This is an optimization exercise on Yosys and OpenROAD, whose aim is small area and a short achievable clock period, not a production implementation.
Function was checked by simulation only, so behaviour that the tests miss may differ from the original.

`design/flow/config.mk`:
```
export PLATFORM = sky130hd
export DESIGN_NAME = Matrix_Multiplication
export DESIGN_NICKNAME = Matrix_Multiplication
export VERILOG_FILES = /design/flow/design.v
export SDC_FILE = /design/flow/constraint.sdc
export NUM_CORES = 4
export LEC_CHECK = 0
export CAP_MARGIN = 20
export CORE_MARGIN = 2
export CORE_UTILIZATION = 40
export SETUP_SLACK_MARGIN = 2.0
export SLEW_MARGIN = 20
export SYNTH_HIERARCHICAL = 1
export SYNTH_MINIMUM_KEEP_SIZE = 0
```
`design/flow/constraint.sdc`:
```
create_clock -name core_clock -period 6.5 [get_ports {clk}]
set_input_delay 1.3000 -clock core_clock [delete_from_list [all_inputs] [get_ports {clk}]]
set_output_delay 1.3000 -clock core_clock [all_outputs]
set_load 0.01 [all_outputs]
```
`design/flow/design.v`:
```
module Systolic_array (
    input clk, reset,
    input [7:0] in_a, in_b,
    output reg [16:0] out_c
);
  wire [16:0] acc = out_c;
  wire [7:0] na, nb;   
  mm_inv ua0 (.a(in_a[0]), .y(na[0]));
  mm_inv ub0 (.a(in_b[0]), .y(nb[0]));
  mm_inv ua1 (.a(in_a[1]), .y(na[1]));
  mm_inv ub1 (.a(in_b[1]), .y(nb[1]));
  mm_inv ua2 (.a(in_a[2]), .y(na[2]));
  mm_inv ub2 (.a(in_b[2]), .y(nb[2]));
  mm_inv ua3 (.a(in_a[3]), .y(na[3]));
  mm_inv ub3 (.a(in_b[3]), .y(nb[3]));
  mm_inv ua4 (.a(in_a[4]), .y(na[4]));
  mm_inv ub4 (.a(in_b[4]), .y(nb[4]));
  mm_inv ua5 (.a(in_a[5]), .y(na[5]));
  mm_inv ub5 (.a(in_b[5]), .y(nb[5]));
  mm_inv ua6 (.a(in_a[6]), .y(na[6]));
  mm_inv ub6 (.a(in_b[6]), .y(nb[6]));
  mm_inv ua7 (.a(in_a[7]), .y(na[7]));
  mm_inv ub7 (.a(in_b[7]), .y(nb[7]));
  wire pp1;
  assign pp1 = ~(na[0] | nb[0]);
  wire pp2;
  assign pp2 = ~(na[0] | nb[1]);
  wire pp3;
  assign pp3 = ~(na[0] | nb[2]);
  wire pp4;
  assign pp4 = ~(na[0] | nb[3]);
  wire pp5;
  assign pp5 = ~(na[0] | nb[4]);
  wire pp6;
  assign pp6 = ~(na[0] | nb[5]);
  wire pp7;
  assign pp7 = ~(na[0] | nb[6]);
  wire pp8;
  assign pp8 = ~(na[0] | nb[7]);
  wire pp9;
  assign pp9 = ~(na[1] | nb[0]);
  wire pp10;
  assign pp10 = ~(na[1] | nb[1]);
  wire pp11;
  assign pp11 = ~(na[1] | nb[2]);
  wire pp12;
  assign pp12 = ~(na[1] | nb[3]);
  wire pp13;
  assign pp13 = ~(na[1] | nb[4]);
  wire pp14;
  assign pp14 = ~(na[1] | nb[5]);
  wire pp15;
  assign pp15 = ~(na[1] | nb[6]);
  wire pp16;
  assign pp16 = ~(na[1] | nb[7]);
  wire pp17;
  assign pp17 = ~(na[2] | nb[0]);
  wire pp18;
  assign pp18 = ~(na[2] | nb[1]);
  wire pp19;
  assign pp19 = ~(na[2] | nb[2]);
  wire pp20;
  assign pp20 = ~(na[2] | nb[3]);
  wire pp21;
  assign pp21 = ~(na[2] | nb[4]);
  wire pp22;
  assign pp22 = ~(na[2] | nb[5]);
  wire pp23;
  assign pp23 = ~(na[2] | nb[6]);
  wire pp24;
  assign pp24 = ~(na[2] | nb[7]);
  wire pp25;
  assign pp25 = ~(na[3] | nb[0]);
  wire pp26;
  assign pp26 = ~(na[3] | nb[1]);
  wire pp27;
  assign pp27 = ~(na[3] | nb[2]);
  wire pp28;
  assign pp28 = ~(na[3] | nb[3]);
  wire pp29;
  assign pp29 = ~(na[3] | nb[4]);
  wire pp30;
  assign pp30 = ~(na[3] | nb[5]);
  wire pp31;
  assign pp31 = ~(na[3] | nb[6]);
  wire pp32;
  assign pp32 = ~(na[3] | nb[7]);
  wire pp33;
  assign pp33 = ~(na[4] | nb[0]);
  wire pp34;
  assign pp34 = ~(na[4] | nb[1]);
  wire pp35;
  assign pp35 = ~(na[4] | nb[2]);
  wire pp36;
  assign pp36 = ~(na[4] | nb[3]);
  wire pp37;
  assign pp37 = ~(na[4] | nb[4]);
  wire pp38;
  assign pp38 = ~(na[4] | nb[5]);
  wire pp39;
  assign pp39 = ~(na[4] | nb[6]);
  wire pp40;
  assign pp40 = ~(na[4] | nb[7]);
  wire pp41;
  assign pp41 = ~(na[5] | nb[0]);
  wire pp42;
  assign pp42 = ~(na[5] | nb[1]);
  wire pp43;
  assign pp43 = ~(na[5] | nb[2]);
  wire pp44;
  assign pp44 = ~(na[5] | nb[3]);
  wire pp45;
  assign pp45 = ~(na[5] | nb[4]);
  wire pp46;
  assign pp46 = ~(na[5] | nb[5]);
  wire pp47;
  assign pp47 = ~(na[5] | nb[6]);
  wire pp48;
  assign pp48 = ~(na[5] | nb[7]);
  wire pp49;
  assign pp49 = ~(na[6] | nb[0]);
  wire pp50;
  assign pp50 = ~(na[6] | nb[1]);
  wire pp51;
  assign pp51 = ~(na[6] | nb[2]);
  wire pp52;
  assign pp52 = ~(na[6] | nb[3]);
  wire pp53;
  assign pp53 = ~(na[6] | nb[4]);
  wire pp54;
  assign pp54 = ~(na[6] | nb[5]);
  wire pp55;
  assign pp55 = ~(na[6] | nb[6]);
  wire pp56;
  assign pp56 = ~(na[6] | nb[7]);
  wire pp57;
  assign pp57 = ~(na[7] | nb[0]);
  wire pp58;
  assign pp58 = ~(na[7] | nb[1]);
  wire pp59;
  assign pp59 = ~(na[7] | nb[2]);
  wire pp60;
  assign pp60 = ~(na[7] | nb[3]);
  wire pp61;
  assign pp61 = ~(na[7] | nb[4]);
  wire pp62;
  assign pp62 = ~(na[7] | nb[5]);
  wire pp63;
  assign pp63 = ~(na[7] | nb[6]);
  wire pp64;
  assign pp64 = ~(na[7] | nb[7]);
  wire s65;
  wire k66;
  mm_ha u66 (.a(acc[5]), .b(pp6), .s(s65), .co(k66));
  wire s67;
  wire k68;
  mm_fa u68 (.a(acc[6]), .b(pp7), .c(pp14), .s(s67), .co(k68));
  wire s69;
  wire k70;
  mm_ha u70 (.a(pp21), .b(pp28), .s(s69), .co(k70));
  wire s71;
  wire k72;
  mm_fa u72 (.a(acc[7]), .b(pp8), .c(pp15), .s(s71), .co(k72));
  wire s73;
  wire k74;
  mm_fa u74 (.a(pp22), .b(pp29), .c(pp36), .s(s73), .co(k74));
  wire s75;
  wire k76;
  mm_ha u76 (.a(pp43), .b(pp50), .s(s75), .co(k76));
  wire s77;
  wire k78;
  mm_fa u78 (.a(acc[8]), .b(pp16), .c(pp23), .s(s77), .co(k78));
  wire s79;
  wire k80;
  mm_fa u80 (.a(pp30), .b(pp37), .c(pp44), .s(s79), .co(k80));
  wire s81;
  wire k82;
  mm_ha u82 (.a(pp51), .b(pp58), .s(s81), .co(k82));
  wire s83;
  wire k84;
  mm_fa u84 (.a(acc[9]), .b(pp24), .c(pp31), .s(s83), .co(k84));
  wire s85;
  wire k86;
  mm_fa u86 (.a(pp38), .b(pp45), .c(pp52), .s(s85), .co(k86));
  wire s87;
  wire k88;
  mm_fa u88 (.a(acc[10]), .b(pp32), .c(pp39), .s(s87), .co(k88));
  wire s89;
  wire k90;
  mm_ha u90 (.a(acc[3]), .b(pp4), .s(s89), .co(k90));
  wire s91;
  wire k92;
  mm_fa u92 (.a(acc[4]), .b(pp5), .c(pp12), .s(s91), .co(k92));
  wire s93;
  wire k94;
  mm_ha u94 (.a(pp19), .b(pp26), .s(s93), .co(k94));
  wire s95;
  wire k96;
  mm_fa u96 (.a(pp13), .b(pp20), .c(pp27), .s(s95), .co(k96));
  wire s97;
  wire k98;
  mm_fa u98 (.a(pp34), .b(pp41), .c(s65), .s(s97), .co(k98));
  wire s99;
  wire k100;
  mm_fa u100 (.a(pp35), .b(pp42), .c(pp49), .s(s99), .co(k100));
  wire s101;
  wire k102;
  mm_fa u102 (.a(k66), .b(s69), .c(s67), .s(s101), .co(k102));
  wire s103;
  wire k104;
  mm_fa u104 (.a(pp57), .b(k70), .c(s75), .s(s103), .co(k104));
  wire s105;
  wire k106;
  mm_fa u106 (.a(k68), .b(s71), .c(s73), .s(s105), .co(k106));
  wire s107;
  wire k108;
  mm_fa u108 (.a(k76), .b(s81), .c(k72), .s(s107), .co(k108));
  wire s109;
  wire k110;
  mm_fa u110 (.a(k74), .b(s77), .c(s79), .s(s109), .co(k110));
  wire s111;
  wire k112;
  mm_fa u112 (.a(pp59), .b(k82), .c(k78), .s(s111), .co(k112));
  wire s113;
  wire k114;
  mm_fa u114 (.a(k80), .b(s83), .c(s85), .s(s113), .co(k114));
  wire s115;
  wire k116;
  mm_fa u116 (.a(pp46), .b(pp53), .c(pp60), .s(s115), .co(k116));
  wire s117;
  wire k118;
  mm_fa u118 (.a(k84), .b(k86), .c(s87), .s(s117), .co(k118));
  wire s119;
  wire k120;
  mm_fa u120 (.a(acc[11]), .b(pp40), .c(pp47), .s(s119), .co(k120));
  wire s121;
  wire k122;
  mm_fa u122 (.a(pp54), .b(pp61), .c(k88), .s(s121), .co(k122));
  wire s123;
  wire k124;
  mm_fa u124 (.a(acc[12]), .b(pp48), .c(pp55), .s(s123), .co(k124));
  wire s125;
  wire k126;
  mm_ha u126 (.a(acc[2]), .b(pp3), .s(s125), .co(k126));
  wire s127;
  wire k128;
  mm_fa u128 (.a(pp11), .b(pp18), .c(pp25), .s(s127), .co(k128));
  wire s129;
  wire k130;
  mm_fa u130 (.a(pp33), .b(k90), .c(s93), .s(s129), .co(k130));
  wire s131;
  wire k132;
  mm_fa u132 (.a(k94), .b(k92), .c(s95), .s(s131), .co(k132));
  wire s133;
  wire k134;
  mm_fa u134 (.a(k96), .b(s99), .c(k98), .s(s133), .co(k134));
  wire s135;
  wire k136;
  mm_fa u136 (.a(k100), .b(s103), .c(k102), .s(s135), .co(k136));
  wire s137;
  wire k138;
  mm_fa u138 (.a(k104), .b(s107), .c(k106), .s(s137), .co(k138));
  wire s139;
  wire k140;
  mm_fa u140 (.a(k108), .b(s111), .c(k110), .s(s139), .co(k140));
  wire s141;
  wire k142;
  mm_fa u142 (.a(s115), .b(k112), .c(k114), .s(s141), .co(k142));
  wire s143;
  wire k144;
  mm_fa u144 (.a(k116), .b(s119), .c(s121), .s(s143), .co(k144));
  wire s145;
  wire k146;
  mm_fa u146 (.a(pp62), .b(k120), .c(s123), .s(s145), .co(k146));
  wire s147;
  wire k148;
  mm_fa u148 (.a(acc[13]), .b(pp56), .c(pp63), .s(s147), .co(k148));
  wire s149;
  wire k150;
  mm_ha u150 (.a(acc[1]), .b(pp2), .s(s149), .co(k150));
  wire s151;
  wire k152;
  mm_fa u152 (.a(pp10), .b(pp17), .c(s125), .s(s151), .co(k152));
  wire s153;
  wire k154;
  mm_fa u154 (.a(k126), .b(s89), .c(s127), .s(s153), .co(k154));
  wire s155;
  wire k156;
  mm_fa u156 (.a(k128), .b(s91), .c(s129), .s(s155), .co(k156));
  wire s157;
  wire k158;
  mm_fa u158 (.a(k130), .b(s97), .c(s131), .s(s157), .co(k158));
  wire s159;
  wire k160;
  mm_fa u160 (.a(k132), .b(s101), .c(s133), .s(s159), .co(k160));
  wire s161;
  wire k162;
  mm_fa u162 (.a(s105), .b(k134), .c(s135), .s(s161), .co(k162));
  wire s163;
  wire k164;
  mm_fa u164 (.a(s109), .b(k136), .c(s137), .s(s163), .co(k164));
  wire s165;
  wire k166;
  mm_fa u166 (.a(s113), .b(k138), .c(s139), .s(s165), .co(k166));
  wire s167;
  wire k168;
  mm_fa u168 (.a(s117), .b(k140), .c(s141), .s(s167), .co(k168));
  wire s169;
  wire k170;
  mm_fa u170 (.a(k118), .b(k142), .c(s143), .s(s169), .co(k170));
  wire s171;
  wire k172;
  mm_fa u172 (.a(k122), .b(s145), .c(k144), .s(s171), .co(k172));
  wire s173;
  wire k174;
  mm_fa u174 (.a(k124), .b(s147), .c(k146), .s(s173), .co(k174));
  wire s175;
  wire k176;
  mm_fa u176 (.a(acc[14]), .b(pp64), .c(k148), .s(s175), .co(k176));
  wire s177;
  wire k178;
  mm_ha u178 (.a(acc[0]), .b(pp1), .s(s177), .co(k178));
  wire s179;
  wire k180;
  mm_fa u180 (.a(pp9), .b(k178), .c(s149), .s(s179), .co(k180));
  wire s181;
  wire k182;
  mm_fa u182 (.a(k150), .b(k180), .c(s151), .s(s181), .co(k182));
  wire s183;
  wire k184;
  mm_ha u184 (.a(s153), .b(k152), .s(s183), .co(k184));
  wire s185;
  wire k186;
  mm_ha u186 (.a(s155), .b(k154), .s(s185), .co(k186));
  wire s187;
  wire k188;
  mm_ha u188 (.a(s157), .b(k156), .s(s187), .co(k188));
  wire s189;
  wire k190;
  mm_ha u190 (.a(s159), .b(k158), .s(s189), .co(k190));
  wire s191;
  wire k192;
  mm_ha u192 (.a(s161), .b(k160), .s(s191), .co(k192));
  wire s193;
  wire k194;
  mm_ha u194 (.a(s163), .b(k162), .s(s193), .co(k194));
  wire s195;
  wire k196;
  mm_ha u196 (.a(s165), .b(k164), .s(s195), .co(k196));
  wire s197;
  wire k198;
  mm_ha u198 (.a(s167), .b(k166), .s(s197), .co(k198));
  wire s199;
  wire k200;
  mm_ha u200 (.a(s169), .b(k168), .s(s199), .co(k200));
  wire s201;
  wire k202;
  mm_ha u202 (.a(s171), .b(k170), .s(s201), .co(k202));
  wire s203;
  wire k204;
  mm_ha u204 (.a(s173), .b(k172), .s(s203), .co(k204));
  wire s205;
  wire k206;
  mm_ha u206 (.a(s175), .b(k174), .s(s205), .co(k206));
  wire s207;
  wire k208;
  mm_ha u208 (.a(acc[15]), .b(k176), .s(s207), .co(k208));
  wire g209;
  assign g209 = k184 | (s183 & k182);
  wire g210;
  assign g210 = k186 | (s185 & g209);
  wire p211;
  assign p211 = s185 & s183;
  wire g212;
  assign g212 = k188 | (s187 & k186);
  wire p213;
  assign p213 = s187 & s185;
  wire g214;
  assign g214 = k190 | (s189 & k188);
  wire p215;
  assign p215 = s189 & s187;
  wire g216;
  assign g216 = k192 | (s191 & k190);
  wire p217;
  assign p217 = s191 & s189;
  wire g218;
  assign g218 = k194 | (s193 & k192);
  wire p219;
  assign p219 = s193 & s191;
  wire g220;
  assign g220 = k196 | (s195 & k194);
  wire p221;
  assign p221 = s195 & s193;
  wire g222;
  assign g222 = k198 | (s197 & k196);
  wire p223;
  assign p223 = s197 & s195;
  wire g224;
  assign g224 = k200 | (s199 & k198);
  wire p225;
  assign p225 = s199 & s197;
  wire g226;
  assign g226 = k202 | (s201 & k200);
  wire p227;
  assign p227 = s201 & s199;
  wire g228;
  assign g228 = k204 | (s203 & k202);
  wire p229;
  assign p229 = s203 & s201;
  wire g230;
  assign g230 = k206 | (s205 & k204);
  wire p231;
  assign p231 = s205 & s203;
  wire g232;
  assign g232 = k208 | (s207 & k206);
  wire p233;
  assign p233 = s207 & s205;
  wire g234;
  assign g234 = 1'b0 | (acc[16] & k208);
  wire p235;
  assign p235 = acc[16] & s207;
  wire g236;
  assign g236 = g212 | (p213 & g209);
  wire p237;
  assign p237 = p213 & s183;
  wire g238;
  assign g238 = g214 | (p215 & g210);
  wire p239;
  assign p239 = p215 & p211;
  wire g240;
  assign g240 = g216 | (p217 & g212);
  wire p241;
  assign p241 = p217 & p213;
  wire g242;
  assign g242 = g218 | (p219 & g214);
  wire p243;
  assign p243 = p219 & p215;
  wire g244;
  assign g244 = g220 | (p221 & g216);
  wire p245;
  assign p245 = p221 & p217;
  wire g246;
  assign g246 = g222 | (p223 & g218);
  wire p247;
  assign p247 = p223 & p219;
  wire g248;
  assign g248 = g224 | (p225 & g220);
  wire p249;
  assign p249 = p225 & p221;
  wire g250;
  assign g250 = g226 | (p227 & g222);
  wire p251;
  assign p251 = p227 & p223;
  wire g252;
  assign g252 = g228 | (p229 & g224);
  wire p253;
  assign p253 = p229 & p225;
  wire g254;
  assign g254 = g230 | (p231 & g226);
  wire p255;
  assign p255 = p231 & p227;
  wire g256;
  assign g256 = g232 | (p233 & g228);
  wire p257;
  assign p257 = p233 & p229;
  wire g258;
  assign g258 = g234 | (p235 & g230);
  wire p259;
  assign p259 = p235 & p231;
  wire g260;
  assign g260 = g240 | (p241 & g209);
  wire p261;
  assign p261 = p241 & s183;
  wire g262;
  assign g262 = g242 | (p243 & g210);
  wire p263;
  assign p263 = p243 & p211;
  wire g264;
  assign g264 = g244 | (p245 & g236);
  wire p265;
  assign p265 = p245 & p237;
  wire g266;
  assign g266 = g246 | (p247 & g238);
  wire p267;
  assign p267 = p247 & p239;
  wire g268;
  assign g268 = g248 | (p249 & g240);
  wire p269;
  assign p269 = p249 & p241;
  wire g270;
  assign g270 = g250 | (p251 & g242);
  wire p271;
  assign p271 = p251 & p243;
  wire g272;
  assign g272 = g252 | (p253 & g244);
  wire p273;
  assign p273 = p253 & p245;
  wire g274;
  assign g274 = g254 | (p255 & g246);
  wire p275;
  assign p275 = p255 & p247;
  wire g276;
  assign g276 = g256 | (p257 & g248);
  wire p277;
  assign p277 = p257 & p249;
  wire g278;
  assign g278 = g258 | (p259 & g250);
  wire p279;
  assign p279 = p259 & p251;
  wire g280;
  assign g280 = g268 | (p269 & g209);
  wire p281;
  assign p281 = p269 & s183;
  wire g282;
  assign g282 = g270 | (p271 & g210);
  wire p283;
  assign p283 = p271 & p211;
  wire g284;
  assign g284 = g272 | (p273 & g236);
  wire p285;
  assign p285 = p273 & p237;
  wire g286;
  assign g286 = g274 | (p275 & g238);
  wire p287;
  assign p287 = p275 & p239;
  wire g288;
  assign g288 = g276 | (p277 & g260);
  wire p289;
  assign p289 = p277 & p261;
  wire g290;
  assign g290 = g278 | (p279 & g262);
  wire p291;
  assign p291 = p279 & p263;
  wire [16:0] sum = {(acc[16] ^ g288), (s207 ^ g286), (s205 ^ g284), (s203 ^ g282), (s201 ^ g280), (s199 ^ g266), (s197 ^ g264), (s195 ^ g262), (s193 ^ g260), (s191 ^ g238), (s189 ^ g236), (s187 ^ g210), (s185 ^ g209), (s183 ^ k182), s181, s179, s177};
  always @(posedge clk or posedge reset) begin
    if (reset)
      out_c <= 17'b0;
    else
      out_c <= sum;
  end
endmodule
module Systolic_array_int (
    input clk, reset,
    input [7:0] in_a, in_b,
    output reg [16:0] out_c
);
  wire [16:0] acc = out_c;
  wire [7:0] na, nb;   
  mm_inv ua0 (.a(in_a[0]), .y(na[0]));
  mm_inv ub0 (.a(in_b[0]), .y(nb[0]));
  mm_inv ua1 (.a(in_a[1]), .y(na[1]));
  mm_inv ub1 (.a(in_b[1]), .y(nb[1]));
  mm_inv ua2 (.a(in_a[2]), .y(na[2]));
  mm_inv ub2 (.a(in_b[2]), .y(nb[2]));
  mm_inv ua3 (.a(in_a[3]), .y(na[3]));
  mm_inv ub3 (.a(in_b[3]), .y(nb[3]));
  mm_inv ua4 (.a(in_a[4]), .y(na[4]));
  mm_inv ub4 (.a(in_b[4]), .y(nb[4]));
  mm_inv ua5 (.a(in_a[5]), .y(na[5]));
  mm_inv ub5 (.a(in_b[5]), .y(nb[5]));
  mm_inv ua6 (.a(in_a[6]), .y(na[6]));
  mm_inv ub6 (.a(in_b[6]), .y(nb[6]));
  mm_inv ua7 (.a(in_a[7]), .y(na[7]));
  mm_inv ub7 (.a(in_b[7]), .y(nb[7]));
  wire pp1;
  assign pp1 = ~(na[0] | nb[0]);
  wire pp2;
  assign pp2 = ~(na[0] | nb[1]);
  wire pp3;
  assign pp3 = ~(na[0] | nb[2]);
  wire pp4;
  assign pp4 = ~(na[0] | nb[3]);
  wire pp5;
  assign pp5 = ~(na[0] | nb[4]);
  wire pp6;
  assign pp6 = ~(na[0] | nb[5]);
  wire pp7;
  assign pp7 = ~(na[0] | nb[6]);
  wire pp8;
  assign pp8 = ~(na[0] | nb[7]);
  wire pp9;
  assign pp9 = ~(na[1] | nb[0]);
  wire pp10;
  assign pp10 = ~(na[1] | nb[1]);
  wire pp11;
  assign pp11 = ~(na[1] | nb[2]);
  wire pp12;
  assign pp12 = ~(na[1] | nb[3]);
  wire pp13;
  assign pp13 = ~(na[1] | nb[4]);
  wire pp14;
  assign pp14 = ~(na[1] | nb[5]);
  wire pp15;
  assign pp15 = ~(na[1] | nb[6]);
  wire pp16;
  assign pp16 = ~(na[1] | nb[7]);
  wire pp17;
  assign pp17 = ~(na[2] | nb[0]);
  wire pp18;
  assign pp18 = ~(na[2] | nb[1]);
  wire pp19;
  assign pp19 = ~(na[2] | nb[2]);
  wire pp20;
  assign pp20 = ~(na[2] | nb[3]);
  wire pp21;
  assign pp21 = ~(na[2] | nb[4]);
  wire pp22;
  assign pp22 = ~(na[2] | nb[5]);
  wire pp23;
  assign pp23 = ~(na[2] | nb[6]);
  wire pp24;
  assign pp24 = ~(na[2] | nb[7]);
  wire pp25;
  assign pp25 = ~(na[3] | nb[0]);
  wire pp26;
  assign pp26 = ~(na[3] | nb[1]);
  wire pp27;
  assign pp27 = ~(na[3] | nb[2]);
  wire pp28;
  assign pp28 = ~(na[3] | nb[3]);
  wire pp29;
  assign pp29 = ~(na[3] | nb[4]);
  wire pp30;
  assign pp30 = ~(na[3] | nb[5]);
  wire pp31;
  assign pp31 = ~(na[3] | nb[6]);
  wire pp32;
  assign pp32 = ~(na[3] | nb[7]);
  wire pp33;
  assign pp33 = ~(na[4] | nb[0]);
  wire pp34;
  assign pp34 = ~(na[4] | nb[1]);
  wire pp35;
  assign pp35 = ~(na[4] | nb[2]);
  wire pp36;
  assign pp36 = ~(na[4] | nb[3]);
  wire pp37;
  assign pp37 = ~(na[4] | nb[4]);
  wire pp38;
  assign pp38 = ~(na[4] | nb[5]);
  wire pp39;
  assign pp39 = ~(na[4] | nb[6]);
  wire pp40;
  assign pp40 = ~(na[4] | nb[7]);
  wire pp41;
  assign pp41 = ~(na[5] | nb[0]);
  wire pp42;
  assign pp42 = ~(na[5] | nb[1]);
  wire pp43;
  assign pp43 = ~(na[5] | nb[2]);
  wire pp44;
  assign pp44 = ~(na[5] | nb[3]);
  wire pp45;
  assign pp45 = ~(na[5] | nb[4]);
  wire pp46;
  assign pp46 = ~(na[5] | nb[5]);
  wire pp47;
  assign pp47 = ~(na[5] | nb[6]);
  wire pp48;
  assign pp48 = ~(na[5] | nb[7]);
  wire pp49;
  assign pp49 = ~(na[6] | nb[0]);
  wire pp50;
  assign pp50 = ~(na[6] | nb[1]);
  wire pp51;
  assign pp51 = ~(na[6] | nb[2]);
  wire pp52;
  assign pp52 = ~(na[6] | nb[3]);
  wire pp53;
  assign pp53 = ~(na[6] | nb[4]);
  wire pp54;
  assign pp54 = ~(na[6] | nb[5]);
  wire pp55;
  assign pp55 = ~(na[6] | nb[6]);
  wire pp56;
  assign pp56 = ~(na[6] | nb[7]);
  wire pp57;
  assign pp57 = ~(na[7] | nb[0]);
  wire pp58;
  assign pp58 = ~(na[7] | nb[1]);
  wire pp59;
  assign pp59 = ~(na[7] | nb[2]);
  wire pp60;
  assign pp60 = ~(na[7] | nb[3]);
  wire pp61;
  assign pp61 = ~(na[7] | nb[4]);
  wire pp62;
  assign pp62 = ~(na[7] | nb[5]);
  wire pp63;
  assign pp63 = ~(na[7] | nb[6]);
  wire pp64;
  assign pp64 = ~(na[7] | nb[7]);
  wire s65;
  wire k66;
  mm_ha u66 (.a(acc[5]), .b(pp6), .s(s65), .co(k66));
  wire s67;
  wire k68;
  mm_fa u68 (.a(acc[6]), .b(pp7), .c(pp14), .s(s67), .co(k68));
  wire s69;
  wire k70;
  mm_ha u70 (.a(pp21), .b(pp28), .s(s69), .co(k70));
  wire s71;
  wire k72;
  mm_fa u72 (.a(acc[7]), .b(pp8), .c(pp15), .s(s71), .co(k72));
  wire s73;
  wire k74;
  mm_fa u74 (.a(pp22), .b(pp29), .c(pp36), .s(s73), .co(k74));
  wire s75;
  wire k76;
  mm_ha u76 (.a(pp43), .b(pp50), .s(s75), .co(k76));
  wire s77;
  wire k78;
  mm_fa u78 (.a(acc[8]), .b(pp16), .c(pp23), .s(s77), .co(k78));
  wire s79;
  wire k80;
  mm_fa u80 (.a(pp30), .b(pp37), .c(pp44), .s(s79), .co(k80));
  wire s81;
  wire k82;
  mm_ha u82 (.a(pp51), .b(pp58), .s(s81), .co(k82));
  wire s83;
  wire k84;
  mm_fa u84 (.a(acc[9]), .b(pp24), .c(pp31), .s(s83), .co(k84));
  wire s85;
  wire k86;
  mm_fa u86 (.a(pp38), .b(pp45), .c(pp52), .s(s85), .co(k86));
  wire s87;
  wire k88;
  mm_fa u88 (.a(acc[10]), .b(pp32), .c(pp39), .s(s87), .co(k88));
  wire s89;
  wire k90;
  mm_ha u90 (.a(acc[3]), .b(pp4), .s(s89), .co(k90));
  wire s91;
  wire k92;
  mm_fa u92 (.a(acc[4]), .b(pp5), .c(pp12), .s(s91), .co(k92));
  wire s93;
  wire k94;
  mm_ha u94 (.a(pp19), .b(pp26), .s(s93), .co(k94));
  wire s95;
  wire k96;
  mm_fa u96 (.a(pp13), .b(pp20), .c(pp27), .s(s95), .co(k96));
  wire s97;
  wire k98;
  mm_fa u98 (.a(pp34), .b(pp41), .c(s65), .s(s97), .co(k98));
  wire s99;
  wire k100;
  mm_fa u100 (.a(pp35), .b(pp42), .c(pp49), .s(s99), .co(k100));
  wire s101;
  wire k102;
  mm_fa u102 (.a(k66), .b(s69), .c(s67), .s(s101), .co(k102));
  wire s103;
  wire k104;
  mm_fa u104 (.a(pp57), .b(k70), .c(s75), .s(s103), .co(k104));
  wire s105;
  wire k106;
  mm_fa u106 (.a(k68), .b(s71), .c(s73), .s(s105), .co(k106));
  wire s107;
  wire k108;
  mm_fa u108 (.a(k76), .b(s81), .c(k72), .s(s107), .co(k108));
  wire s109;
  wire k110;
  mm_fa u110 (.a(k74), .b(s77), .c(s79), .s(s109), .co(k110));
  wire s111;
  wire k112;
  mm_fa u112 (.a(pp59), .b(k82), .c(k78), .s(s111), .co(k112));
  wire s113;
  wire k114;
  mm_fa u114 (.a(k80), .b(s83), .c(s85), .s(s113), .co(k114));
  wire s115;
  wire k116;
  mm_fa u116 (.a(pp46), .b(pp53), .c(pp60), .s(s115), .co(k116));
  wire s117;
  wire k118;
  mm_fa u118 (.a(k84), .b(k86), .c(s87), .s(s117), .co(k118));
  wire s119;
  wire k120;
  mm_fa u120 (.a(acc[11]), .b(pp40), .c(pp47), .s(s119), .co(k120));
  wire s121;
  wire k122;
  mm_fa u122 (.a(pp54), .b(pp61), .c(k88), .s(s121), .co(k122));
  wire s123;
  wire k124;
  mm_fa u124 (.a(acc[12]), .b(pp48), .c(pp55), .s(s123), .co(k124));
  wire s125;
  wire k126;
  mm_ha u126 (.a(acc[2]), .b(pp3), .s(s125), .co(k126));
  wire s127;
  wire k128;
  mm_fa u128 (.a(pp11), .b(pp18), .c(pp25), .s(s127), .co(k128));
  wire s129;
  wire k130;
  mm_fa u130 (.a(pp33), .b(k90), .c(s93), .s(s129), .co(k130));
  wire s131;
  wire k132;
  mm_fa u132 (.a(k94), .b(k92), .c(s95), .s(s131), .co(k132));
  wire s133;
  wire k134;
  mm_fa u134 (.a(k96), .b(s99), .c(k98), .s(s133), .co(k134));
  wire s135;
  wire k136;
  mm_fa u136 (.a(k100), .b(s103), .c(k102), .s(s135), .co(k136));
  wire s137;
  wire k138;
  mm_fa u138 (.a(k104), .b(s107), .c(k106), .s(s137), .co(k138));
  wire s139;
  wire k140;
  mm_fa u140 (.a(k108), .b(s111), .c(k110), .s(s139), .co(k140));
  wire s141;
  wire k142;
  mm_fa u142 (.a(s115), .b(k112), .c(k114), .s(s141), .co(k142));
  wire s143;
  wire k144;
  mm_fa u144 (.a(k116), .b(s119), .c(s121), .s(s143), .co(k144));
  wire s145;
  wire k146;
  mm_fa u146 (.a(pp62), .b(k120), .c(s123), .s(s145), .co(k146));
  wire s147;
  wire k148;
  mm_fa u148 (.a(acc[13]), .b(pp56), .c(pp63), .s(s147), .co(k148));
  wire s149;
  wire k150;
  mm_ha u150 (.a(acc[1]), .b(pp2), .s(s149), .co(k150));
  wire s151;
  wire k152;
  mm_fa u152 (.a(pp10), .b(pp17), .c(s125), .s(s151), .co(k152));
  wire s153;
  wire k154;
  mm_fa u154 (.a(k126), .b(s89), .c(s127), .s(s153), .co(k154));
  wire s155;
  wire k156;
  mm_fa u156 (.a(k128), .b(s91), .c(s129), .s(s155), .co(k156));
  wire s157;
  wire k158;
  mm_fa u158 (.a(k130), .b(s97), .c(s131), .s(s157), .co(k158));
  wire s159;
  wire k160;
  mm_fa u160 (.a(k132), .b(s101), .c(s133), .s(s159), .co(k160));
  wire s161;
  wire k162;
  mm_fa u162 (.a(s105), .b(k134), .c(s135), .s(s161), .co(k162));
  wire s163;
  wire k164;
  mm_fa u164 (.a(s109), .b(k136), .c(s137), .s(s163), .co(k164));
  wire s165;
  wire k166;
  mm_fa u166 (.a(s113), .b(k138), .c(s139), .s(s165), .co(k166));
  wire s167;
  wire k168;
  mm_fa u168 (.a(s117), .b(k140), .c(s141), .s(s167), .co(k168));
  wire s169;
  wire k170;
  mm_fa u170 (.a(k118), .b(k142), .c(s143), .s(s169), .co(k170));
  wire s171;
  wire k172;
  mm_fa u172 (.a(k122), .b(s145), .c(k144), .s(s171), .co(k172));
  wire s173;
  wire k174;
  mm_fa u174 (.a(k124), .b(s147), .c(k146), .s(s173), .co(k174));
  wire s175;
  wire k176;
  mm_fa u176 (.a(acc[14]), .b(pp64), .c(k148), .s(s175), .co(k176));
  wire s177;
  wire k178;
  mm_ha u178 (.a(acc[0]), .b(pp1), .s(s177), .co(k178));
  wire s179;
  wire k180;
  mm_fa u180 (.a(pp9), .b(k178), .c(s149), .s(s179), .co(k180));
  wire s181;
  wire k182;
  mm_fa u182 (.a(k150), .b(k180), .c(s151), .s(s181), .co(k182));
  wire s183;
  wire k184;
  mm_fa u184 (.a(k152), .b(s153), .c(k182), .s(s183), .co(k184));
  wire s185;
  wire k186;
  mm_fa u186 (.a(k154), .b(s155), .c(k184), .s(s185), .co(k186));
  wire s187;
  wire k188;
  mm_ha u188 (.a(s157), .b(k156), .s(s187), .co(k188));
  wire s189;
  wire k190;
  mm_ha u190 (.a(s159), .b(k158), .s(s189), .co(k190));
  wire s191;
  wire k192;
  mm_ha u192 (.a(s161), .b(k160), .s(s191), .co(k192));
  wire s193;
  wire k194;
  mm_ha u194 (.a(s163), .b(k162), .s(s193), .co(k194));
  wire s195;
  wire k196;
  mm_ha u196 (.a(s165), .b(k164), .s(s195), .co(k196));
  wire s197;
  wire k198;
  mm_ha u198 (.a(s167), .b(k166), .s(s197), .co(k198));
  wire s199;
  wire k200;
  mm_ha u200 (.a(s169), .b(k168), .s(s199), .co(k200));
  wire s201;
  wire k202;
  mm_ha u202 (.a(s171), .b(k170), .s(s201), .co(k202));
  wire s203;
  wire k204;
  mm_ha u204 (.a(s173), .b(k172), .s(s203), .co(k204));
  wire s205;
  wire k206;
  mm_ha u206 (.a(s175), .b(k174), .s(s205), .co(k206));
  wire s207;
  wire k208;
  mm_ha u208 (.a(acc[15]), .b(k176), .s(s207), .co(k208));
  wire g209;
  assign g209 = k188 | (s187 & k186);
  wire g210;
  assign g210 = k190 | (s189 & g209);
  wire p211;
  assign p211 = s189 & s187;
  wire g212;
  assign g212 = k194 | (s193 & k192);
  wire p213;
  assign p213 = s193 & s191;
  wire g214;
  assign g214 = k198 | (s197 & k196);
  wire p215;
  assign p215 = s197 & s195;
  wire g216;
  assign g216 = k202 | (s201 & k200);
  wire p217;
  assign p217 = s201 & s199;
  wire g218;
  assign g218 = k206 | (s205 & k204);
  wire p219;
  assign p219 = s205 & s203;
  wire g220;
  assign g220 = 1'b0 | (acc[16] & k208);
  wire p221;
  assign p221 = acc[16] & s207;
  wire g222;
  assign g222 = k192 | (s191 & g210);
  wire p223;
  assign p223 = s191 & p211;
  wire g224;
  assign g224 = g212 | (p213 & g210);
  wire p225;
  assign p225 = p213 & p211;
  wire g226;
  assign g226 = k200 | (s199 & g214);
  wire p227;
  assign p227 = s199 & p215;
  wire g228;
  assign g228 = g216 | (p217 & g214);
  wire p229;
  assign p229 = p217 & p215;
  wire g230;
  assign g230 = k208 | (s207 & g218);
  wire p231;
  assign p231 = s207 & p219;
  wire g232;
  assign g232 = g220 | (p221 & g218);
  wire p233;
  assign p233 = p221 & p219;
  wire g234;
  assign g234 = k196 | (s195 & g224);
  wire p235;
  assign p235 = s195 & p225;
  wire g236;
  assign g236 = g214 | (p215 & g224);
  wire p237;
  assign p237 = p215 & p225;
  wire g238;
  assign g238 = g226 | (p227 & g224);
  wire p239;
  assign p239 = p227 & p225;
  wire g240;
  assign g240 = g228 | (p229 & g224);
  wire p241;
  assign p241 = p229 & p225;
  wire g242;
  assign g242 = k204 | (s203 & g240);
  wire p243;
  assign p243 = s203 & p241;
  wire g244;
  assign g244 = g218 | (p219 & g240);
  wire p245;
  assign p245 = p219 & p241;
  wire g246;
  assign g246 = g230 | (p231 & g240);
  wire p247;
  assign p247 = p231 & p241;
  wire g248;
  assign g248 = g232 | (p233 & g240);
  wire p249;
  assign p249 = p233 & p241;
  wire [16:0] sum = {(acc[16] ^ g246), (s207 ^ g244), (s205 ^ g242), (s203 ^ g240), (s201 ^ g238), (s199 ^ g236), (s197 ^ g234), (s195 ^ g224), (s193 ^ g222), (s191 ^ g210), (s189 ^ g209), (s187 ^ k186), s185, s183, s181, s179, s177};
  always @(posedge clk or posedge reset) begin
    if (reset)
      out_c <= 17'b0;
    else
      out_c <= sum;
  end
endmodule
module mm_inv (input a, output y);
  assign y = ~a;
endmodule
module mm_fa (input a, b, c, output s, co);
  assign s = a ^ b ^ c;
  assign co = (a & b) | (c & (a ^ b));
endmodule
module mm_ha (input a, b, output s, co);
  assign s = a ^ b;
  assign co = a & b;
endmodule
module Matrix_Multiplication (
  input clk, reset,
  input [7:0] a1, a2, a3, a4, b1, b2, b3, b4,
  output [16:0] c1, c2, c3, c4, c5, c6, c7, c8, c9, c10, c11, c12, c13, c14, c15, c16
);
  reg [7:0] ad1_0, ad1_1, ad1_2, ad1_3, ad2_0, ad2_1, ad2_2, ad2_3, ad3_0, ad3_1, ad3_2, ad3_3;
  reg [7:0] bd1_0, bd1_1, bd1_2, bd1_3, bd2_0, bd2_1, bd2_2, bd2_3, bd3_0, bd3_1, bd3_2, bd3_3;
  wire [7:0] ad0_0 = a1, ad0_1 = a2, ad0_2 = a3, ad0_3 = a4;
  wire [7:0] bd0_0 = b1, bd0_1 = b2, bd0_2 = b3, bd0_3 = b4;
  always @(posedge clk or posedge reset) begin
    if (reset) begin
      ad1_0 <= 8'b00000000;
      ad1_1 <= 8'b00000000;
      ad1_2 <= 8'b00000000;
      ad1_3 <= 8'b00000000;
      ad2_0 <= 8'b00000000;
      ad2_1 <= 8'b00000000;
      ad2_2 <= 8'b00000000;
      ad2_3 <= 8'b00000000;
      ad3_0 <= 8'b00000000;
      ad3_1 <= 8'b00000000;
      ad3_2 <= 8'b00000000;
      ad3_3 <= 8'b00000000;
      bd1_0 <= 8'b00000000;
      bd1_1 <= 8'b00000000;
      bd1_2 <= 8'b00000000;
      bd1_3 <= 8'b00000000;
      bd2_0 <= 8'b00000000;
      bd2_1 <= 8'b00000000;
      bd2_2 <= 8'b00000000;
      bd2_3 <= 8'b00000000;
      bd3_0 <= 8'b00000000;
      bd3_1 <= 8'b00000000;
      bd3_2 <= 8'b00000000;
      bd3_3 <= 8'b00000000;
    end else begin
      ad1_0 <= ad0_0;
      ad1_1 <= ad0_1;
      ad1_2 <= ad0_2;
      ad1_3 <= ad0_3;
      ad2_0 <= ad1_0;
      ad2_1 <= ad1_1;
      ad2_2 <= ad1_2;
      ad2_3 <= ad1_3;
      ad3_0 <= ad2_0;
      ad3_1 <= ad2_1;
      ad3_2 <= ad2_2;
      ad3_3 <= ad2_3;
      bd1_0 <= bd0_0;
      bd1_1 <= bd0_1;
      bd1_2 <= bd0_2;
      bd1_3 <= bd0_3;
      bd2_0 <= bd1_0;
      bd2_1 <= bd1_1;
      bd2_2 <= bd1_2;
      bd2_3 <= bd1_3;
      bd3_0 <= bd2_0;
      bd3_1 <= bd2_1;
      bd3_2 <= bd2_2;
      bd3_3 <= bd2_3;
    end
  end
  Systolic_array B1 (.clk(clk), .reset(reset), .in_a(ad0_0), .in_b(bd0_0), .out_c(c1));
  Systolic_array B2 (.clk(clk), .reset(reset), .in_a(ad0_1), .in_b(bd1_0), .out_c(c2));
  Systolic_array B3 (.clk(clk), .reset(reset), .in_a(ad0_2), .in_b(bd2_0), .out_c(c3));
  Systolic_array B4 (.clk(clk), .reset(reset), .in_a(ad0_3), .in_b(bd3_0), .out_c(c4));
  Systolic_array B5 (.clk(clk), .reset(reset), .in_a(ad1_0), .in_b(bd0_1), .out_c(c5));
  Systolic_array_int B6 (.clk(clk), .reset(reset), .in_a(ad1_1), .in_b(bd1_1), .out_c(c6));
  Systolic_array_int B7 (.clk(clk), .reset(reset), .in_a(ad1_2), .in_b(bd2_1), .out_c(c7));
  Systolic_array_int B8 (.clk(clk), .reset(reset), .in_a(ad1_3), .in_b(bd3_1), .out_c(c8));
  Systolic_array B9 (.clk(clk), .reset(reset), .in_a(ad2_0), .in_b(bd0_2), .out_c(c9));
  Systolic_array_int B10 (.clk(clk), .reset(reset), .in_a(ad2_1), .in_b(bd1_2), .out_c(c10));
  Systolic_array_int B11 (.clk(clk), .reset(reset), .in_a(ad2_2), .in_b(bd2_2), .out_c(c11));
  Systolic_array_int B12 (.clk(clk), .reset(reset), .in_a(ad2_3), .in_b(bd3_2), .out_c(c12));
  Systolic_array B13 (.clk(clk), .reset(reset), .in_a(ad3_0), .in_b(bd0_3), .out_c(c13));
  Systolic_array_int B14 (.clk(clk), .reset(reset), .in_a(ad3_1), .in_b(bd1_3), .out_c(c14));
  Systolic_array_int B15 (.clk(clk), .reset(reset), .in_a(ad3_2), .in_b(bd2_3), .out_c(c15));
  Systolic_array_int B16 (.clk(clk), .reset(reset), .in_a(ad3_3), .in_b(bd3_3), .out_c(c16));
endmodule
```
`design/flow/flow/run.sh`:
```
#!/bin/bash
set -uo pipefail
export BUFFER_PORTS_ARGS="-buffer_cell sky130_fd_sc_hd__buf_1"
export CTS_ARGS="-sink_clustering_enable -repair_clock_nets -sink_clustering_size 24 -sink_clustering_max_diameter 150"
export REMOVE_ABC_BUFFERS=1
bash standard.sh > flow_standard.log 2>&1
```
`design/flow/standard.sh`:
```
#!/bin/bash
# synth_recipe.tcl (not shown) runs the flow's synth.tcl, then flattens the netlist and writes it again
# the make line also repeats each setting of config.mk as NAME=value (left out here)
make -C /OpenROAD-flow-scripts/flow DESIGN_CONFIG=/design/flow/config.mk WORK_HOME=/design/flow/orfs CLKGATE_MAP_FILE= SYNTH_SCRIPT=/design/flow/synth_recipe.tcl "${@:-finish}"
```
==> flow_summary.yaml, run 1 <==
critical_path:
  cp-end-kind: "flop"
  r2r_setup_slack_ns: 2.13
  required_ns: 7.01
  critPathLaunchType: "input pin"
  worstPathArrival_ns: 4.91
  critical_path_class: "in -> reg"
  cp_max_fo: 8
placed_design:
  port_buffers: 337
  place.gp.congestion: 0.918
  dpl-instance-area_mm2: 0.0454
  place_inst: 5430
  hpwl_um: 95200
  place_ws_ns: 1.29
clock_tree:
  htree_levels: 1
  cts_root_buf: "clkbuf_16"
  ctsHoldBuffers: 0
  cts_made_buffers: 24
  insertion_delay_ns: 0.63
  clkTransAtPathRegs_ns: 0.11
  cts_tree: "yes"
  clock_sinks: 464
  cts_buffer_depth: 3
sta:
  final.setup.tns_ns: 0
  hold_violations: 0
  slew_headroom_pct: 43.5
  setup_viol: 0
  rsz0062_at_grt: "no"
  finClkSkew_ns: 0.0204
  holdWs_ns: 0.375
  period_minus_slack_ns: 4.41
  fin_ws_ns: 2.09
  clock.fmax_ghz: 0.227
  tightest_slew_ns: 0.848
  drv_slew: 0
  min_period_over_period_pct: 67.8
logic_synthesis:
  dominantRegCellSynth: "dfrtp_1"
  yosysMostFrequentCell: "nor2_1"
  synth_edf_count: 0
  ys_ff_latch: 464
  synth_top_area_share_pct: 37.7
  syn_area_per_cell_um2: 11.0
  synthArstFlopShare_pct: 100
  yosys_warnings: 9
  synth_largest_area_cell: "fa_1"
  synth_area_leaders: "fa_1 38%, dfrtp_1 27%, ha_1 11%"
  postSynthCellCount: 3964
  seq_area_frac_synth_pct: 26.7
  synth_commonest_cells: "1,099 x nor2_1, 818 x fa_1, 464 x dfrtp_1"
  ys_types: 35
  syn_area_mm2: 0.0434
routing:
  wl_per_cell_um: 20.7
  drc: 0
  drtAntennaViolNets: 0
  first_pass_iters: 5
  drtIter0Drc: 1955
  vias: 28600
  viasPerCell: 5.16
  routed_wl_um: 115000
flow_run:
  maxCapViolCount: 0
final_layout:
  area_delta_synth_final_pct: 8.62
  drive_gt1_share_pct: 8.70
  fin_nets: 5410
  final_area_mm2: 0.0471
  n_antenna_cell: 0
  utilization_pct: 43.9
  layoutNonFillerInstCount: 5543
die:
  pin_count: 338
  die_y_um: 333
  initial_core_util_pct: 40.4
  die_area_mm2: 0.111
  fp.dieW_um: 333
  core_mm2: 0.107
  rows: 120
run_status:
  status: "complete, no violations"
global_route:
  grt_pass1_vias: 31100
  grt.overflow.total: 0
  antenna_found_initial: 1
  grt_max_degree: 109
  grt_pass1_wl_um: 184000
  track_usage_pct: 21.3
hold_path:
  min_path_type: "reg -> reg"
-- state kept, by name, summed over array words and instances (netlist names), 17 cells and up --
register   cells
B2.out_c      17
B15.out_c     17
B1.out_c      17
B12.out_c     17
B6.out_c      17
B10.out_c     17
B3.out_c      17
B9.out_c      17
B8.out_c      17
B4.out_c      17
B11.out_c     17
B7.out_c      17
B5.out_c      17
B13.out_c     17
B16.out_c     17
B14.out_c     17
-- timing repair --
action | CTS | global route
gates resized for setup | 73 | 160
buffers inserted | 36 | 44
pin swaps | 12 | 51
setup endpoints to repair | 33 | 80
-- final cells by class --
cell class / instances / area, µm²
Timing Repair Buffer: 420 / 1910
Multi-Input combinational cell: 2950 / 30000
Sequential cell: 464 / 11600
Clock inverter: 6 / 72.6
Fill cell: 10100 / 60200
Clock buffer: 27 / 633
Tap cell: 1403 / 1760
Inverter: 273 / 1160
-- critical path: stages --
cell     delay, ns
buf_1         0.20
inv_1         0.22
nor2_1        0.17
ha_1          0.26
fa_1          0.43
fa_1          0.58
fa_1          0.42
ha_1          0.39
a21oi_1       0.26
o21ai_0       0.20
a31oi_1       0.22
o31ai_1       0.12
xor2_1        0.15
-- worst paths after layout --
check / end / cells after the start / start
worst max-delay path: B9.out_c[16] / 13 / b3[1]
worst min-delay path: ad3_1[6] / 0 / ad2_1[6]
worst max register to register: B7.out_c[14] / 17 / ad1_2[0]
worst min register to register: ad3_1[6] / 0 / ad2_1[6]
max in group asynchronous: ad1_1[3] / 3 / reset
min in group asynchronous: ad1_3[0] / 2 / reset
-- modules after synthesis (local to each module, per instance) --
| module | flip-flops and latches | area (µm²) |
|---|---|---|
| Matrix_Multiplication | 192 | 4810 |
| Systolic_array_int | 17 | 987 |
| Systolic_array | 17 | 1170 |
| mm_inv | 0 | 3.75 |
| mm_ha | 0 | 12.5 |
| mm_fa | 0 | 20.0 |
-- cells in the final DEF, fill, tap and decap left out, types with 49 or more instances in the layout --
cell type / count
nor2_1: 1079
fa_1: 797
dfrtp_1: 443
ha_1: 378
buf_1: 334
inv_1: 172
nand2_1: 103
xnor2_1: 81
buf_4: 81
a21oi_1: 77
inv_2: 60
xor2_1: 49
-- per-layer routing --
metal | track usage (%) | share of wire, % | vias up
met5 | 0 | 0.0096 | -
met4 | 4.63 | 2.3 | 2
met3 | 4.15 | 6.2 | 137
met2 | 34.5 | 47 | 789
met1 | 29.6 | 44 | 15000
li1 | - | - | 12700
-- cell families after synthesis --
group | after synthesis | synth area share, %
simple gates | 1322 | 12.0
fa+ha+maj | 1211 | 49.1
buf+inv | 550 | 4.82
flops | 464 | 26.7
compound gates | 286 | 4.71
xor+xnor | 131 | 2.64
==> inputs of run 2 (changes only) <==
==> design/flow/flow/run.sh (replaced) <==
#!/bin/bash
set -uo pipefail
export BUFFER_PORTS_ARGS="-buffer_cell sky130_fd_sc_hd__buf_1"
export CTS_ARGS="-sink_clustering_enable -repair_clock_nets -sink_clustering_size 24 -sink_clustering_max_diameter 150"
bash standard.sh > flow_standard.log 2>&1
--- a/design/flow/config.mk
+++ b/design/flow/config.mk
@@ -9,4 +9,5 @@
 export CORE_MARGIN = 2
 export CORE_UTILIZATION = 40
+export GPL_ROUTABILITY_DRIVEN = 0
 export SETUP_SLACK_MARGIN = 2.0
 export SLEW_MARGIN = 20
==> flow_summary.yaml, run 2 <==
critical_path:
  r2r-end: "B16.out_c[14]"
  cp_max_fo: 9
  cp_cell_sequence: "clkbuf_2 > inv_1 > nor2_1 > fa_1 > fa_1 > fa_1 > fa_1 > ha_1 > a21oi_1 > o21ai_1 > a31oi_1 > o31ai_1 > xor2_1"
  r2r-start: "bd3_3[2]"
  r2r_setup_slack_ns: 2.14
  cp_common_cell: "fa_1"
  required_ns: 7.00
  critical_path_class: "in -> reg"
  cp-end-kind: "flop"
  worstPathArrival_ns: 4.86
  r2r_cells: 18
  critPathBufInv: 2
  worst_path_largest_cell_delay_ns: 0.54
  critPathLaunchType: "input pin"
  crit_path_start: "a2[3]"
  crit_family: "adder cells"
  slowest_stage: "fa_1"
logic_synthesis:
  postSynthCellCount: 3964
  seq_area_frac_synth_pct: 26.7
  ys_types: 35
  syn_area_per_cell_um2: 11.0
  ys_ff_latch: 464
  syn_area_mm2: 0.0434
  yosys_warnings: 9
  synth_area_leaders: "fa_1 38%, dfrtp_1 27%, ha_1 11%"
  synth_largest_area_cell: "fa_1"
  synthArstFlopShare_pct: 100
  synth_top_area_share_pct: 37.7
  dominantRegCellSynth: "dfrtp_1"
  yosysMostFrequentCell: "nor2_1"
  synth_commonest_cells: "1,099 x nor2_1, 818 x fa_1, 464 x dfrtp_1"
  synth_edf_count: 0
final_layout:
  fin_nets: 5397
  final_area_mm2: 0.0471
  area_delta_synth_final_pct: 8.58
  final_common_cell: "nor2_1"
  multi_input_area_mm2: 0.0301
  utilization_pct: 43.9
  layout_common_cells: "1,074 x nor2_1, 798 x fa_1, 451 x dfrtp_1, 374 x ha_1, 321 x buf_1"
  n_fill_cell: 10100
  register_area_mm2: 0.0116
  drive_gt1_share_pct: 8.49
clock_tree:
  cts_root_buf: "clkbuf_16"
  htree_levels: 1
  cts_buffer_depth: 3
  ctsHoldBuffers: 0
  cts_made_buffers: 23
  insertion_delay_ns: 0.64
  clock_sinks: 464
  cts_tree: "yes"
  clkTransAtPathRegs_ns: 0.10
sta:
  rsz0062_at_grt: "yes"
  drv_slew: 0
  hold_violations: 0
  slew_headroom_pct: 39.5
  period_minus_slack_ns: 4.36
  clock.fmax_ghz: 0.229
  final.setup.tns_ns: 0
  tightest_slew_ns: 0.908
  finClkSkew_ns: 0.0222
  setup_viol: 0
  min_period_over_period_pct: 67.1
routing:
  vias: 28300
  routed_wl_um: 115000
  drtAntennaViolNets: 0
  wl_per_cell_um: 20.8
  drtIter0Drc: 1529
  drc: 0
  viasPerCell: 5.12
  first_pass_iters: 5
placed_design:
  port_buffers: 337
  hpwl_um: 95700
  dpl-instance-area_mm2: 0.0456
die:
  die_y_um: 333
  fp.dieW_um: 333
  rows: 120
  initial_core_util_pct: 40.4
  core_mm2: 0.107
  pin_count: 338
  die_area_mm2: 0.111
hold_path:
  holdPathStages: 0
  min_path_type: "reg -> reg"
  hold_path_startpoint: "bd1_2[7]"
  holdPathEnd: "bd2_2[7]"
run_status:
  status: "complete, no violations"
global_route:
  grt_pass1_wl_um: 183000
  grt_pass1_vias: 31100
  antenna_found_initial: 9
  grt_max_degree: 151
  grt.overflow.total: 0
  track_usage_pct: 21.4
flow_run:
  maxCapViolCount: 0
==> run 2: cell counts after synthesis <==
Identical to the previous run, type by type.
==> run 2: per-module statistics from Yosys (local to each module, per instance) <==
module                 flops+latches  cells  cell area, µm²  copies in the design
mm_ha                              0      1            12.5                   334
Matrix_Multiplication            192    193            4810                     1
mm_fa                              0      1            20.0                   818
Systolic_array                    17    164            1170                     7
mm_inv                             0      1            3.75                   256
Systolic_array_int                17    135             987                     9
==> run 2: logic make-up (layout without fill, tap and decap cells) <==
family	count (synthesis)	after routing	synth area share, %
AO/OA/AOI/OAI	286	286	4.71
XOR/XNOR	131	131	2.64
flip-flops	464	464	26.7
buffers and inverters	550	709	4.82
adder cells (fa/ha/maj)	1211	1211	49.1
AND/OR/NAND/NOR	1322	1322	12.0
other	0	4	0
==> run 2: worst max path at each step <==
stage / to / cells past startpoint
detailed placement: B3.out_c[13] / 13
global placement: B3.out_c[13] / 13
floorplan: B1.out_c[14] / 14
finish: B2.out_c[16] / 13
CTS: B7.out_c[14] / 18
global route: B11.out_c[14] / 18
==> run 2: layout make-up <==
type	count	area share (%)
Sequential cell	464	24.7
Inverter	273	2.50
Timing Repair Buffer	408	3.89
Clock buffer	25	1.28
Clock inverter	3	0.0531
Tap cell	1403	3.72
Multi-Input combinational cell	2950	63.9
Antenna cell	4	0.0212
==> run 2: what timing repair did <==
action | in CTS | in global routing
resized for setup | 75 | 150
pin swaps | 7 | 40
hold endpoints to repair | 0 | 0
endpoints found under the setup margin | 36 | 55
setup buffers | 14 | 54
==> run 2: per-layer routing <==
layer / part of all wire (%) / vias up / global-route usage, %
li1: - / 12700 / -
met1: 42 / 14800 / 28.5
met2: 48 / 727 / 34.6
met3: 7.4 / 137 / 5.18
met4: 3.2 / 10 / 6.54
met5: 0.057 / - / 0
==> run 2: per-stage QoR <==
stage          hold slack [ns]  instances  setup slack, ns
2_1_floorplan            0.354       3964             2.00
3_3_place_gp             0.360       5430             1.27
3_5_place_dp             0.360       5430             1.24
4_1_cts                  0.383       5472             1.97
5_1_grt                  0.394       5528             1.95
6_report                 0.382       5530             2.14
==> inputs of run 3 (changes only) <==
--- a/design/flow/config.mk
+++ b/design/flow/config.mk
@@ -9,6 +9,5 @@
 export CORE_MARGIN = 2
 export CORE_UTILIZATION = 40
-export GPL_ROUTABILITY_DRIVEN = 0
-export SETUP_SLACK_MARGIN = 2.0
+export SETUP_SLACK_MARGIN = 1.9
 export SLEW_MARGIN = 20
 export SYNTH_HIERARCHICAL = 1
==> flow_summary.yaml, run 3 <==
routing:
  viasPerCell: 5.15
  vias: 28400
  drc: 0
  wl_per_cell_um: 21.3
  routed_wl_um: 118000
  first_pass_iters: 5
  drtIter0Drc: 1743
  drtAntennaViolNets: 0
hold_path:
  min_path_type: "reg -> reg"
  holdPathStages: 0
  hold_path_startpoint: "bd1_2[4]"
  holdPathEnd: "bd2_2[4]"
clock_tree:
  cts_buffer_depth: 3
  clock_sinks: 464
  cts_tree: "yes"
  clkTransAtPathRegs_ns: 0.11
  cts_made_buffers: 24
  insertion_delay_ns: 0.65
  htree_levels: 1
  ctsHoldBuffers: 0
  cts_root_buf: "clkbuf_16"
die:
  die_area_mm2: 0.111
  die_y_um: 333
  rows: 120
  initial_core_util_pct: 40.4
  fp.dieW_um: 333
  pin_count: 338
  core_mm2: 0.107
critical_path:
  cp_cell_sequence: "buf_1 > inv_2 > nor2_1 > fa_1 > fa_1 > fa_1 > fa_1 > ha_1 > nand3_1 > a21oi_1 > o21ai_1 > and3_1 > nor3_1"
  r2r_setup_slack_ns: 2.06
  r2r-end: "B15.out_c[14]"
  r2r_cells: 18
  cp_max_fo: 8
  r2r-start: "ad3_2[0]"
  crit_family: "adder cells"
  cp-end-kind: "flop"
  worst_path_largest_cell_delay_ns: 0.53
  critPathLaunchType: "input pin"
  required_ns: 7.04
  critical_path_class: "in -> reg"
  critPathBufInv: 2
  cp_common_cell: "fa_1"
  worstPathArrival_ns: 5.00
  slowest_stage: "fa_1"
placed_design:
  place_inst: 5430
  port_buffers: 337
  place_ws_ns: 1.26
  place.gp.congestion: 0.896
  hpwl_um: 98400
global_route:
  grt_max_degree: 110
  grt_pass1_wl_um: 187000
  antenna_found_initial: 6
  grt_pass1_vias: 31200
  grt.overflow.total: 0
  track_usage_pct: 21.9
sta:
  hold_violations: 0
  fin_ws_ns: 2.05
  tightest_slew_ns: 0.879
  min_period_over_period_pct: 68.5
  final.setup.tns_ns: 0
  rsz0062_at_grt: "yes"
  period_minus_slack_ns: 4.45
  finClkSkew_ns: 0.0254
  holdWs_ns: 0.380
  drv_slew: 0
  clock.fmax_ghz: 0.225
  slew_headroom_pct: 41.3
  setup_viol: 0
final_layout:
  layoutNonFillerInstCount: 5518
  drive_gt1_share_pct: 6.74
  final_common_cell: "nor2_1"
  area_delta_synth_final_pct: 8.01
  fin_nets: 5381
  layout_common_cells: "1,090 x nor2_1, 807 x fa_1, 451 x dfrtp_1, 386 x ha_1, 329 x buf_1"
logic_synthesis:
  dominantRegCellSynth: "dfrtp_1"
  synthArstFlopShare_pct: 100
  synth_commonest_cells: "1,099 x nor2_1, 818 x fa_1, 464 x dfrtp_1"
  ys_types: 35
  seq_area_frac_synth_pct: 26.7
  yosysMostFrequentCell: "nor2_1"
  synth_edf_count: 0
  synth_top_area_share_pct: 37.7
  ys_ff_latch: 464
  postSynthCellCount: 3964
  yosys_warnings: 9
  synth_area_leaders: "fa_1 38%, dfrtp_1 27%, ha_1 11%"
  syn_area_mm2: 0.0434
  syn_area_per_cell_um2: 11.0
  synth_largest_area_cell: "fa_1"
run_status:
  status: "complete, no violations"
flow_run:
  maxCapViolCount: 0
[run 3: cell counts after synthesis]
Identical to the previous run, type by type.
[run 3: metrics by stage]
| step | instance area [µm²] | utilization, % |
|---|---|---|
| after floorplan | 43500 | - |
| after global placement | 45500 | 42.4 |
| after detailed placement | 45500 | 42.4 |
| after CTS | 46200 | 43.0 |
| after global routing | 46900 | 43.7 |
| final | 46900 | 43.7 |
[run 3: worst reg2reg max path: cells and delay by family (launching register included)]
family | cells | cell delay [ns]
compound gates | 2 | 0.55
xor+xnor | 1 | 0.11
fa+ha+maj | 8 | 2.45
buf+inv | 1 | 0.11
flops | 1 | 0.41
simple gates | 6 | 0.74
[run 3: how the worst max path moves through the flow]
| stage | from | end | depth (start not counted) |
|---|---|---|---|
| floorplan | a1[5] | B1.out_c[14] | 14 |
| global placement | a3[4] | B3.out_c[14] | 13 |
| detailed placement | a3[4] | B3.out_c[16] | 13 |
| CTS | ad1_3[0] | B8.out_c[14] | 18 |
| global route | ad1_3[0] | B8.out_c[14] | 18 |
| finish | a2[1] | B2.out_c[13] | 13 |
[run 3: final cells by class]
type                            count  area (µm²)
Fill cell                       10200       60500
Multi-Input combinational cell   2950       29900
Sequential cell                   464       11600
Tap cell                         1403        1760
Timing Repair Buffer              391        1730
Inverter                          273        1140
Clock buffer                       25         614
Clock inverter                      6        65.1
Antenna cell                        6        15.0
[run 3: modules after synthesis, one instance, submodules excluded]
module,cells inside,times used,area (µm²),flip-flops and latches
Matrix_Multiplication,193,1,4810,192
mm_fa,1,818,20.0,0
Systolic_array_int,135,9,987,17
Systolic_array,164,7,1170,17
mm_ha,1,334,12.5,0
mm_inv,1,256,3.75,0
[run 3: per-layer routing]
metal | routed length [µm] | share of wire, % | GRT usage (%)
met5 | 25 | 0.021 | 0
met4 | 3090 | 2.6 | 5.30
met2 | 55100 | 47 | 34.9
met1 | 49600 | 42 | 29.7
met3 | 10000 | 8.5 | 5.97
[run 3: kinds of logic after synthesis]
| logic type | Yosys count | synth area share (%) |
|---|---|---|
| buf+inv | 550 | 4.82 |
| flops | 464 | 26.7 |
| simple gates | 1322 | 12.0 |
| xor+xnor | 131 | 2.64 |
| compound gates | 286 | 4.71 |
| fa+ha+maj | 1211 | 49.1 |
[run 3: what timing repair did]
item,4_1_cts,5_1_grt
cloned,0,0
resized for setup,38,120
pin swaps,1,22
buffers inserted,1,49
endpoints found under the setup margin,12,53
==> inputs of run 4 (changes only) <==
--- a/design/flow/config.mk
+++ b/design/flow/config.mk
@@ -9,5 +9,5 @@
 export CORE_MARGIN = 2
 export CORE_UTILIZATION = 40
-export SETUP_SLACK_MARGIN = 1.9
+export SETUP_SLACK_MARGIN = 2.1
 export SLEW_MARGIN = 20
 export SYNTH_HIERARCHICAL = 1
==> flow_summary.yaml, run 4 <==
run_status:
  status: "complete, no violations"
clock_tree:
  cts_root_buf: "clkbuf_16"
  htree_levels: 1
  clock_sinks: 464
  ctsHoldBuffers: 0
  clkTransAtPathRegs_ns: 0.10
  cts_buffer_depth: 3
  cts_made_buffers: 24
  insertion_delay_ns: 0.64
  cts_tree: "yes"
die:
  fp.dieW_um: 333
  rows: 120
  initial_core_util_pct: 40.4
  pin_count: 338
  die_area_mm2: 0.111
  die_y_um: 333
  core_mm2: 0.107
critical_path:
  cp-end-kind: "flop"
  required_ns: 7.04
  cp_max_fo: 8
  critPathLaunchType: "input pin"
  crit_path_start: "a3[0]"
  critical_path_class: "in -> reg"
  r2r_cells: 18
  cp_cell_sequence: "buf_1 > inv_1 > nor2_1 > ha_1 > fa_1 > fa_1 > fa_1 > ha_1 > a21oi_1 > a21oi_2 > o21ai_1 > nor2b_1 > xnor2_1"
  r2r-end: "B14.out_c[14]"
  worstPathArrival_ns: 4.81
  cp_common_cell: "fa_1"
  r2r-start: "bd1_3[2]"
  r2r_setup_slack_ns: 2.23
  slowest_stage: "fa_1"
  worst_path_largest_cell_delay_ns: 0.51
routing:
  drc: 0
  wl_per_cell_um: 21.3
  routed_wl_um: 118000
  drtIter0Drc: 1594
  first_pass_iters: 7
  viasPerCell: 5.14
  vias: 28600
  drtAntennaViolNets: 0
hold_path:
  holdPathStages: 0
  min_path_type: "reg -> reg"
  holdPathEnd: "ad3_3[6]"
  hold_path_startpoint: "ad2_3[6]"
sta:
  finClkSkew_ns: 0.0396
  drv_slew: 0
  final.setup.tns_ns: 0
  clock.fmax_ghz: 0.234
  tightest_slew_ns: 0.798
  period_minus_slack_ns: 4.27
  min_period_over_period_pct: 65.7
  slew_headroom_pct: 46.7
  hold_violations: 0
  rsz0062_at_grt: "yes"
  setup_viol: 0
  holdWs_ns: 0.378
final_layout:
  fin_nets: 5420
  register_area_mm2: 0.0116
  layout_common_cells: "1,008 x nor2_1, 743 x fa_1, 438 x dfrtp_1, 350 x ha_1, 331 x buf_1"
  n_fill_cell: 10000
  drive_gt1_share_pct: 13.6
  final_common_cell: "nor2_1"
  area_delta_synth_final_pct: 11.2
  multi_input_area_mm2: 0.0309
flow_run:
  maxCapViolCount: 0
logic_synthesis:
  dominantRegCellSynth: "dfrtp_1"
  ys_types: 35
  syn_area_per_cell_um2: 11.0
  synthArstFlopShare_pct: 100
  ys_ff_latch: 464
  synth_largest_area_cell: "fa_1"
  syn_area_mm2: 0.0434
  postSynthCellCount: 3964
  synth_top_area_share_pct: 37.7
  synth_commonest_cells: "1,099 x nor2_1, 818 x fa_1, 464 x dfrtp_1"
  synth_edf_count: 0
  seq_area_frac_synth_pct: 26.7
  synth_area_leaders: "fa_1 38%, dfrtp_1 27%, ha_1 11%"
  yosys_warnings: 9
  yosysMostFrequentCell: "nor2_1"
placed_design:
  place.gp.congestion: 0.886
  port_buffers: 337
  hpwl_um: 98400
global_route:
  grt_pass1_wl_um: 188000
  grt_pass1_vias: 31400
  track_usage_pct: 22.0
  antenna_found_initial: 11
  grt_max_degree: 109
  grt.overflow.total: 0
## run 4: cell types whose count changed in the layout (fill, tap and decap cells not counted), moves of 24 or more
cell	change
buf_4	+37
nor2_1	-82
ha_1	-36
nor2_4	+24
a21oi_1	-25
inv_1	-25
fa_1	-64
nor2_2	+58
ha_4	+24
fa_2	+64
## run 4: metrics by stage
step           worst slack [ns]  std cells  util, %  area, µm²
2_1_floorplan              2.06       3964        -      44600
3_3_place_gp               1.49       5430     43.1      46200
3_5_place_dp               1.49       5430     43.1      46200
4_1_cts                    2.10       5501     44.1      47400
5_1_grt                    2.05       5553     45.0      48300
6_report                   2.23       5554     45.0      48300
## run 4: routing by layer
layer  GRT usage (%)  routed length, µm
met5               0                 47
met1            29.3              50100
met4            5.75               3360
met3            4.87               7920
met2            36.3              56700
## run 4: how the worst max path moves through the flow
stage | endpoint | slack, ns | depth (start not counted)
after global routing | B7.out_c[14] | 2.05 | 17
after global placement | B3.out_c[9] | 1.49 | 14
final | B3.out_c[11] | 2.23 | 13
after CTS | B7.out_c[14] | 2.10 | 18
after detailed placement | B3.out_c[16] | 1.49 | 11
after floorplan | B2.out_c[14] | 2.06 | 14
## run 4: repair_timing
item | CTS | global route
setup endpoints to repair | 40 | 68
resized for setup | 105 | 166
pin swaps | 16 | 75
buffers inserted | 38 | 51
## run 4: per-module statistics from Yosys, one instance, submodules excluded
module,flops+latches,times used
Matrix_Multiplication,192,1
Systolic_array,17,7
Systolic_array_int,17,9
mm_fa,0,818
mm_ha,0,334
mm_inv,0,256
## run 4: cells by family after synthesis
group,after synthesis,share of synthesized area (%)
AND/OR/NAND/NOR,1322,12.0
adder cells (fa/ha/maj),1211,49.1
buffers and inverters,550,4.82
flip-flops,464,26.7
AO/OA/AOI/OAI,286,4.71
XOR/XNOR,131,2.64
## run 4: final cells by class
class	count	area share, %
multi-input cells	2950	64.0
flip-flops and latches	464	24.1
repair buffers	430	4.17
well taps	1403	3.64
inverters	273	2.56
clock buffers	27	1.31
clock inverters	6	0.181
diodes	1	0.00518
## run 4: worst max-delay path, delay by kind of cell
kind / cells / cell delay (ns)
buf+inv: 2 / 0.48
fa+ha+maj: 5 / 2.00
xor+xnor: 1 / 0.12
compound gates: 3 / 0.57
simple gates: 2 / 0.33

## what the ideal ports hide
How much do the figures lean on ideal ports? The routed layouts below were timed once more, with nothing changed but the port constraints.
Step 1, drivers: a clkbuf_16 drives clk and a buf_2 each remaining input, both assumed.
Step 2, shift: input delay + t, output delay - t, t = (earliest + latest rising clock arrival at the registers) / 2. This alone moves slack from input paths to output paths.
a / b / c = no drivers / after step 1 / after step 2; a / b = the first two.
| run | t, ns | setup slack, ns | hold WS [ns] |
|---|---|---|---|
| run 1 | 0.689 | 2.094 / 2.130 / 1.456 | 0.375 / 0.375 / 0.375 |
| run 2 | 0.697 | 2.138 / 2.143 / 1.494 | 0.382 / 0.382 / 0.382 |
| run 3 | 0.702 | 2.048 / 2.056 / 1.389 | 0.380 / 0.380 / 0.380 |
| run 4 | 0.687 | 2.230 / 2.232 / 1.545 | 0.378 / 0.378 / 0.378 |
After both steps setup and hold are still met in every run listed. The setup slack of run 4, which loses most, moves by +0.002 ns with the drivers and by -0.685 ns with both steps.
